Context: an optimization exercise on an open-source flow, tuned for small area, a short achievable clock period and few clock cycles. The choices shown serve that exercise and are no tape-out recipe.
RTL that was checked went through simulation tests only; none was proved equivalent to the original.
Power is estimated from default activity; no workload was simulated.

Setup of north:
==> flow/design.v (excerpt) <==
module accelerator(
input clk,
input reset_n,
output SDRAM_readn,
output SDRAM_writen,
output SDRAM_chipselect,
input SDRAM_waitrequest,
output [31:0] SDRAM_address,
output [1:0] SDRAM_byteenable,
input SDRAM_readdatavalid,
input [15:0] SDRAM_readdata,
output [15:0] SDRAM_writedata,
input start,
output done
);
assign SDRAM_chipselect = 1'b1;
assign SDRAM_byteenable = 2'b11;
localparam [16:0] B1_W = 17'd20000;
localparam [16:0] W1_W = 17'd20400;
localparam [16:0] Z1_W = 17'd71600;
localparam [16:0] Z2_W = 17'd91600;
localparam S_IDLE = 3'd0;
localparam S_RUN  = 3'd1;
localparam S_BAR  = 3'd2;
localparam S_END  = 3'd3;
localparam S_DONE = 3'd4;
reg [2:0] st;
reg done_r;
reg o_rd, o_wr;
reg [16:0] o_addr;
reg [3:0] o_wd;
assign SDRAM_readn = ~o_rd;
assign SDRAM_writen = ~o_wr;
assign SDRAM_address = {14'd0, o_addr, 1'b0};
assign SDRAM_writedata = {3'd0, o_wd[3], 3'd0, o_wd[2], 3'd0, o_wd[1], 3'd0, o_wd[0]};
assign done = done_r;
wire idle = (st == S_IDLE);
wire adv = !(o_rd || o_wr) || !SDRAM_waitrequest;
reg rv_q;
reg [15:0] rd_q;
always @(posedge clk) begin
	rv_q <= SDRAM_readdatavalid;
	rd_q <= SDRAM_readdata;
end
reg wpend;             
wire issue_wr = adv && wpend;
wire issue_rd = adv && !wpend && (st == S_RUN);
wire s_lay, s_bf, s_df, s_nl, s_fin;
wire [1:0] s_r, s_j;
wire [5:0] s_k;
wire [6:0] s_n;
wire s_lay_last, s_all_last;
nn_ctr u_sctr(.clk(clk), .init(idle), .step(issue_rd),
	.lay(s_lay), .bf(s_bf), .df(s_df), .r(s_r), .j(s_j), .k(s_k), .n(s_n), .nl(s_nl), .fin(s_fin),
	.lay_last(s_lay_last), .all_last(s_all_last));
wire p_lay, p_bf, p_df, p_nl, p_fin;
wire [1:0] p_r, p_j;
wire [5:0] p_k;
wire [6:0] p_n;
wire p_lay_last, p_all_last;
nn_ctr u_pctr(.clk(clk), .init(idle), .step(rv_q),
	.lay(p_lay), .bf(p_bf), .df(p_df), .r(p_r), .j(p_j), .k(p_k), .n(p_n), .nl(p_nl), .fin(p_fin),
	.lay_last(p_lay_last), .all_last(p_all_last));
reg [3:0] wi;          
reg w_lay;
reg [3:0] res [0:3];   
reg [16:0] a_base;
reg [8:0] a_off;
always @(*) begin
	if (wpend) begin
		if (!w_lay) begin
			a_base = Z1_W - 17'd1 + 17'd50 * wi[1:0];
			a_off = {2'd0, p_n};
		end else begin
			a_base = Z2_W - 17'd204 + 17'd200 * wi[3:2];
			a_off = {p_n, wi[1:0]};
		end
  ...
Size in the first run: about 2,300 cells after synthesis, ~75 I/O pins.
clock: 7.5 ns
lec_check: 0
abc_area: 1
abc_clock_period_in_ps: 2500
cap_margin: 20
core_margin: 2
core_utilization: 40
cts_buf_list: sky130_fd_sc_hd__clkbuf_8
cts_cluster_diameter: 60
cts_cluster_size: 16
place_density: 0.6
setup_slack_margin: 4.8
slew_margin: 20
run.sh (not shown) runs the stock make flow with config.mk's settings and CLKGATE_MAP_FILE= SYNTH_SCRIPT=/design/flow/synth_recipe.tcl, a recipe that flattens the netlist after the stock synthesis.
north ran to completion and came out clean on the timing, DRC and antenna checks.
Testbench counts of north, summed over its fixed seeds: cycles 376,314.
[inputs] south vs north
Settings: changing SETUP_SLACK_MARGIN from 4.8 to 5.0.
--- outcome ---
south and north ended up with nearly the same placed cell count. north has higher clock network fraction of design power than south. Number of distinct library cell variants in the gate-level netlist after synthesis came out exactly the same in south and north. Comparing south and north, the lower number of CTS-inserted buffers is on south. The wire length of the first global-routing pass number comes out lower for north vs south. The more densely filled core belongs to south, not north. The worst setup slack reported for south is greater than that of north by 0.029 ns. Clock power delta (north -> south): insignificant. Between south and north, the first-iteration detailed-routing DRC count is lower for north. south — sequential share of layout area 1.4 points lower, north as reference.
--- input diff south..east ---
Settings: a change of PLACE_DENSITY from 0.6 to 0.75; a deleted ABC_CLOCK_PERIOD_IN_PS that had been 2500; a change of CORE_UTILIZATION from 40 to 60; a change of CAP_MARGIN from 20 to 0; a change of CTS_CLUSTER_DIAMETER from 60 to 50; a change of CTS_CLUSTER_SIZE from 16 to 12; a change of SLEW_MARGIN from 20 to 0; a change of SETUP_SLACK_MARGIN from 5.0 to 4.8.
## What came out
- For final cycle utilization of the critical path, south and east come out practically identical.
- Reported for south and east, cell count after synthesis turned out identical to the last digit.
- Going from south to east, clock-buffer cell count grew by more than 10%.
- Sort south and east by core utilization, ascending, and south comes first.
[inputs] west vs east
Settings: swapping 0 for 5 in SLEW_MARGIN; swapping 50 for 60 in CTS_CLUSTER_DIAMETER; putting ABC_CLOCK_PERIOD_IN_PS at 5000 where nothing was set; swapping 0 for 5 in CAP_MARGIN; swapping 12 for 16 in CTS_CLUSTER_SIZE.
Findings:
- Looking only at routed wire length, and setting everything else aside, the higher value of west and east goes to east.
- Via count of west falls short of that of east slightly.
- Comparing west against east, there is no change at all in total clock sinks.
- When west is set beside east, its final clock period utilization by the worst path turns out to be 0.26 points smaller.

---

The RTL this note starts from:
==> flow/design.v <==
module nn_ctr(
	input clk,
	input init,
	input step,
	output reg lay,         
	output reg bf,          
	output reg df,          
	output reg [1:0] r,     
	output reg [1:0] j,     
	output reg [5:0] k,     
	output reg [6:0] n,     
	output reg nl,          
	output reg fin,         
	output lay_last,        
	output all_last         
);
	wire wph = !bf && !df;
	wire k_last = lay ? (k == 6'd49) : (k == 6'd48);
	wire n_last = lay ? (n == 7'd99) : (n == 7'd49);
	assign lay_last = nl && n_last && !lay;
	assign all_last = nl && n_last && lay;
	always @(posedge clk) begin
		if (init) begin
			lay <= 1'b0; bf <= 1'b1; df <= 1'b0; r <= 2'd0; j <= 2'd0;
			k <= 6'd0; n <= 7'd0; nl <= 1'b0; fin <= 1'b0;
		end else if (step) begin
			r <= r + 2'd1;
			nl <= wph && (r == 2'd2) && (lay || j == 2'd3) && k_last;
			if (r == 2'd3) begin
				if (bf || df) begin
					bf <= 1'b0;
					df <= !df;
				end else if (lay || j == 2'd3) begin
					j <= 2'd0;
					if (k_last) begin
						k <= 6'd0;
						bf <= 1'b1;
						n <= n + 7'd1;
						if (n_last) begin
							if (!lay) lay <= 1'b1;
							else fin <= 1'b1;
						end
					end else begin
						k <= k + 6'd1;
						df <= 1'b1;
					end
				end else
					j <= j + 2'd1;
			end
		end
	end
endmodule
module accelerator(
input clk,
input reset_n,
output SDRAM_readn,
output SDRAM_writen,
output SDRAM_chipselect,
input SDRAM_waitrequest,
output [31:0] SDRAM_address,
output [1:0] SDRAM_byteenable,
input SDRAM_readdatavalid,
input [15:0] SDRAM_readdata,
output [15:0] SDRAM_writedata,
input start,
output done
);
assign SDRAM_chipselect = 1'b1;
assign SDRAM_byteenable = 2'b11;
localparam [16:0] B1_W = 17'd20000;
localparam [16:0] W1_W = 17'd20400;
localparam [16:0] Z1_W = 17'd71600;
localparam [16:0] Z2_W = 17'd91600;
localparam S_IDLE = 3'd0;
localparam S_RUN  = 3'd1;
localparam S_BAR  = 3'd2;
localparam S_END  = 3'd3;
localparam S_DONE = 3'd4;
reg [2:0] st;
reg done_r;
reg o_rd, o_wr;
reg [16:0] o_addr, h_addr;
reg [3:0] o_wd, h_wd;
assign SDRAM_readn = ~o_rd;
assign SDRAM_writen = ~o_wr;
assign SDRAM_address = {14'd0, o_addr, 1'b0};
assign SDRAM_writedata = {3'd0, o_wd[3], 3'd0, o_wd[2], 3'd0, o_wd[1], 3'd0, o_wd[0]};
assign done = done_r;
wire idle = (st == S_IDLE);
wire adv = !(o_rd || o_wr) || !SDRAM_waitrequest;
reg rv_q;
reg [15:0] rd_q;
always @(posedge clk) begin
	rv_q <= SDRAM_readdatavalid;
	rd_q <= SDRAM_readdata;
end
reg wpend;             
wire issue_wr = adv && wpend;
wire issue_rd = adv && !wpend && (st == S_RUN);
wire s_lay, s_bf, s_df, s_nl, s_fin;
wire [1:0] s_r, s_j;
wire [5:0] s_k;
wire [6:0] s_n;
wire s_lay_last, s_all_last;
nn_ctr u_sctr(.clk(clk), .init(idle), .step(issue_rd),
	.lay(s_lay), .bf(s_bf), .df(s_df), .r(s_r), .j(s_j), .k(s_k), .n(s_n), .nl(s_nl), .fin(s_fin),
	.lay_last(s_lay_last), .all_last(s_all_last));
wire p_lay, p_bf, p_df, p_nl, p_fin;
wire [1:0] p_r, p_j;
wire [5:0] p_k;
wire [6:0] p_n;
wire p_lay_last, p_all_last;
nn_ctr u_pctr(.clk(clk), .init(idle), .step(rv_q),
	.lay(p_lay), .bf(p_bf), .df(p_df), .r(p_r), .j(p_j), .k(p_k), .n(p_n), .nl(p_nl), .fin(p_fin),
	.lay_last(p_lay_last), .all_last(p_all_last));
reg [3:0] wi;          
reg w_lay;
reg [3:0] res [0:3];   
reg [16:0] a_base;
reg [8:0] a_off;
always @(*) begin
	if (wpend) begin
		if (!w_lay) begin
			a_base = Z1_W - 17'd1 + 17'd50 * wi[1:0];
			a_off = {2'd0, p_n};
		end else begin
			a_base = Z2_W - 17'd204 + 17'd200 * wi[3:2];
			a_off = {p_n, wi[1:0]};
		end
	end else if (s_bf) begin
		a_base = B1_W;
		a_off = {s_n, s_r};
	end else if (!s_lay) begin
		a_base = 17'd49 * s_r;
		a_off = {3'd0, s_k};
	end else begin
		a_base = Z1_W + 17'd50 * s_r;
		a_off = {3'd0, s_k};
	end
end
wire [16:0] a_sum = a_base + a_off;
wire s_isw = !s_bf && !s_df;
reg [16:0] s_w;        
reg [16:0] s_wstep;
always @(*) begin
	if (s_nl)
		s_wstep = 17'd1;
	else if (s_r != 2'd3)
		s_wstep = s_lay ? 17'd50 : 17'd196;
	else
		s_wstep = s_lay ? (17'd1 - 17'd150) : (17'd1 - 17'd588);
end
always @(posedge clk) begin
	if (idle)
		s_w <= W1_W;
	else if (issue_rd && s_isw)
		s_w <= s_w + s_wstep;
end
reg [15:0] img [0:3];
reg signed [14:0] acc0 [0:3];
reg signed [14:0] acc1 [0:3];
reg signed [14:0] acc2 [0:3];
reg signed [14:0] acc3 [0:3];
wire signed [14:0] bclamp = (rd_q[15:13] == 3'b000 || rd_q[15:13] == 3'b111) ? rd_q[14:0] :
                            (rd_q[15] ? 15'h6000 : 15'h1fff);
wire [3:0] zor = {|rd_q[15:12], |rd_q[11:8], |rd_q[7:4], |rd_q[3:0]};
function signed [5:0] wsum;
	input [15:0] w;
	input [3:0] m;
	reg signed [5:0] t0, t1, t2, t3;
	begin
		t0 = m[0] ? {{2{w[3]}},  w[3:0]}   : 6'sd0;
		t1 = m[1] ? {{2{w[7]}},  w[7:4]}   : 6'sd0;
		t2 = m[2] ? {{2{w[11]}}, w[11:8]}  : 6'sd0;
		t3 = m[3] ? {{2{w[15]}}, w[15:12]} : 6'sd0;
		wsum = (t0 + t1) + (t2 + t3);
	end
endfunction
reg q_v, q_b;
reg signed [14:0] q_bias;
reg signed [5:0] q_d [0:3];
reg e0, e1;     
integer i;
always @(posedge clk) begin
	q_v <= rv_q && !p_df;
	q_b <= p_bf;
	q_bias <= bclamp;
	for (i = 0; i < 4; i = i + 1)
		q_d[i] <= wsum(rd_q, img[i][3:0]);
	for (i = 0; i < 4; i = i + 1)
		if (rv_q && p_df && p_r == i)
			img[i] <= {rd_q[15:4], p_lay ? zor : rd_q[3:0]};
		else if (rv_q && !p_df && !p_bf && p_r == 2'd3)
			img[i] <= {rd_q[15:12], img[i][15:4]};
	if (q_v)
		for (i = 0; i < 4; i = i + 1) begin
			acc0[i] <= acc1[i];
			acc1[i] <= acc2[i];
			acc2[i] <= acc3[i];
			acc3[i] <= q_b ? q_bias : acc0[i] + q_d[i];
		end
	if (e1)
		for (i = 0; i < 4; i = i + 1)
			res[i] <= {~acc3[i][14], ~acc2[i][14], ~acc1[i][14], ~acc0[i][14]};
end
wire drained = !e0 && !e1 && !wpend && !o_wr;
wire w_last = w_lay ? (wi == 4'd15) : (wi[1:0] == 2'd3);
wire [16:0] n_addr = (!wpend && s_isw) ? s_w : a_sum;
wire [3:0] n_wd = w_lay ? {3'd0, res[wi[3:2]][wi[1:0]]} : res[wi[1:0]];
always @(posedge clk) begin
	if (!reset_n) begin
		st <= S_IDLE;
		done_r <= 1'b0;
		o_rd <= 1'b0;
		o_wr <= 1'b0;
		wpend <= 1'b0;
		e0 <= 1'b0;
		e1 <= 1'b0;
	end else begin
		e0 <= rv_q && p_nl && !idle;
		e1 <= e0;
		case (st)
		S_IDLE: if (start) st <= S_RUN;
		S_RUN:  if (issue_rd && s_lay_last) st <= S_BAR;
		        else if (issue_rd && s_all_last) st <= S_END;
		S_BAR:  if (p_lay && drained) st <= S_RUN;
		S_END:  if (p_fin && drained) begin st <= S_DONE; done_r <= 1'b1; end
		S_DONE: if (!start) begin st <= S_IDLE; done_r <= 1'b0; end
		default: st <= S_IDLE;
		endcase
		if (adv) begin
			o_wr <= wpend;
			o_rd <= !wpend && (st == S_RUN);
		end
		if (e1)
			wpend <= 1'b1;
		else if (issue_wr && w_last)
			wpend <= 1'b0;
	end
end
always @(posedge clk) begin
	if (issue_wr || issue_rd)
		h_addr <= n_addr;
	if (issue_wr)
		h_wd <= n_wd;
	o_addr <= adv ? n_addr : h_addr;
	o_wd <= adv ? n_wd : h_wd;
	if (idle) begin
		wi <= 4'd0;
		w_lay <= 1'b0;
	end else if (issue_wr) begin
		if (w_last) begin
			wi <= 4'd0;
			w_lay <= p_lay;
		end else
			wi <= wi + 4'd1;
	end
end
endmodule
make LEC_CHECK=0 ABC_AREA=1 ABC_CLOCK_PERIOD_IN_PS=2500 CAP_MARGIN=5 CORE_MARGIN=2 CORE_UTILIZATION=60 CTS_BUF_LIST=sky130_fd_sc_hd__clkbuf_8 CTS_CLUSTER_DIAMETER=60 CTS_CLUSTER_SIZE=16 PLACE_DENSITY=0.75 SETUP_SLACK_MARGIN=5.0 SLEW_MARGIN=5 finish   # period 7.5 ns
Next try:
SETUP_SLACK_MARGIN = 4.8   (was 5.0)
The new run completed with no timing, DRC or antenna violations.
Register-to-register slack gets better by 0.097 ns.
Power falls slightly.
Utilization is lower by 1.6 points.
Non-clock buffer count went down by 2.
Fmax goes up by a few percent.
Clock-buffer cell count shrinks by 4.
No functional check of the RTL was part of any run of this note.

---

Setup of 05-26:
Another version of the RTL of accelerator (not shown whole).
Size: ~1900 cells after synthesis, ~75 I/O pins, ~22000 µm² of cells after synthesis.
clock: 7.5 ns
lec_check: 0
abc_clock_period_in_ps: 3000
cap_margin: 20
core_margin: 2
core_utilization: 40
place_density: 0.6
setup_slack_margin: 3.5
slew_margin: 20
[inputs] 08-06 vs 05-26
# 05-26
export LEC_CHECK = 0
export ABC_CLOCK_PERIOD_IN_PS = 3000
export CAP_MARGIN = 20
export CORE_MARGIN = 2
export CORE_UTILIZATION = 40
export PLACE_DENSITY = 0.6
export SETUP_SLACK_MARGIN = 3.5
export SLEW_MARGIN = 20
create_clock -name core_clock -period 7.5 [get_ports {clk}]
# 08-06
export LEC_CHECK = 0
export ABC_CLOCK_PERIOD_IN_PS = 3000
export CAP_MARGIN = 20
export CORE_MARGIN = 2
export CORE_UTILIZATION = 40
export PLACE_DENSITY = 0.6
export SETUP_SLACK_MARGIN = 4.5
export SLEW_MARGIN = 20
create_clock -name core_clock -period 7.5 [get_ports {clk}]
### Flow results
- What 05-26 reported for clock distribution power has to be multiplied by 0.916 to get the figure for 08-06.
- Taking 05-26 as the reference, in 08-06 portion of total power attributed to the clock network decreased by 2.3 points relative to the old numbers, via count up 109, max-slew headroom at the worst pin has increased, total of fill cells in the finished design went up, routed wire length increased 2.7%.
- Status: required time of the critical path parity (08-06, 05-26)
- Share of the cycle needed by the critical path after routing in 08-06 vs 05-26: down 1.2 points
- Slack of the critical path: 08-06 vs 05-26 up 0.090 ns
- 08-06 vs 05-26 on proportion of cell area occupied by registers: 08-06 is the lower one.
- The buffer levels on the longest clock path of 08-06 and that of 05-26 are within noise of each other.
No functional check of the RTL was part of any run of this note.

## afterwards: timing with drivers on the ports
Ports are ideal in the flow. The routed layouts listed here were re-timed in OpenROAD.
Step 1, drivers: a clkbuf_16 drives clk and a buf_2 each remaining input, both assumed.
Step 2 adds t to the input delays and takes it off the output delays; t is the mean of the earliest and latest rising clock arrival at the registers after step 1. Input paths then give back, and output paths get back, about the clock's delay inside the block.
a / b / c = ideal / step 1 / step 2; a / b = the first two.
| run | shift t [ns] | setup slack, ns | worst setup path at the end | clock arrival spread, ns | cell pins on the clock port's net |
|---|---|---|---|---|---|
| north | 0.683 | 4.730 / 4.678 / 4.203 | input to register | 0.062 / 0.062 | 1 |
| south | 0.686 | 4.759 / 4.703 / 4.428 | input to register | 0.046 / 0.046 | 1 |
| east | 0.682 | 4.754 / 4.706 / 4.251 | input to register | 0.025 / 0.026 | 1 |
| west | 0.675 | 4.774 / 4.726 / 4.238 | input to register | 0.035 / 0.035 | 1 |
| the first run of note 2 | 0.671 | 4.612 / 4.612 / 4.398 | input to register | 0.018 / 0.019 | 1 |
| the second run of note 2 | 0.686 | 4.709 / 4.709 / 4.324 | input to register | 0.039 / 0.039 | 1 |
| 05-26 | 0.646 | 2.123 / 2.123 / 2.123 | register to register | 0.028 / 0.028 | 1 |
| 08-06 | 0.643 | 2.213 / 2.213 / 2.213 | register to register | 0.029 / 0.029 | 1 |
After both steps setup and hold are still met in every run listed. The setup slack of west, which loses most, moves by -0.048 ns with the drivers and by -0.536 ns with both steps.
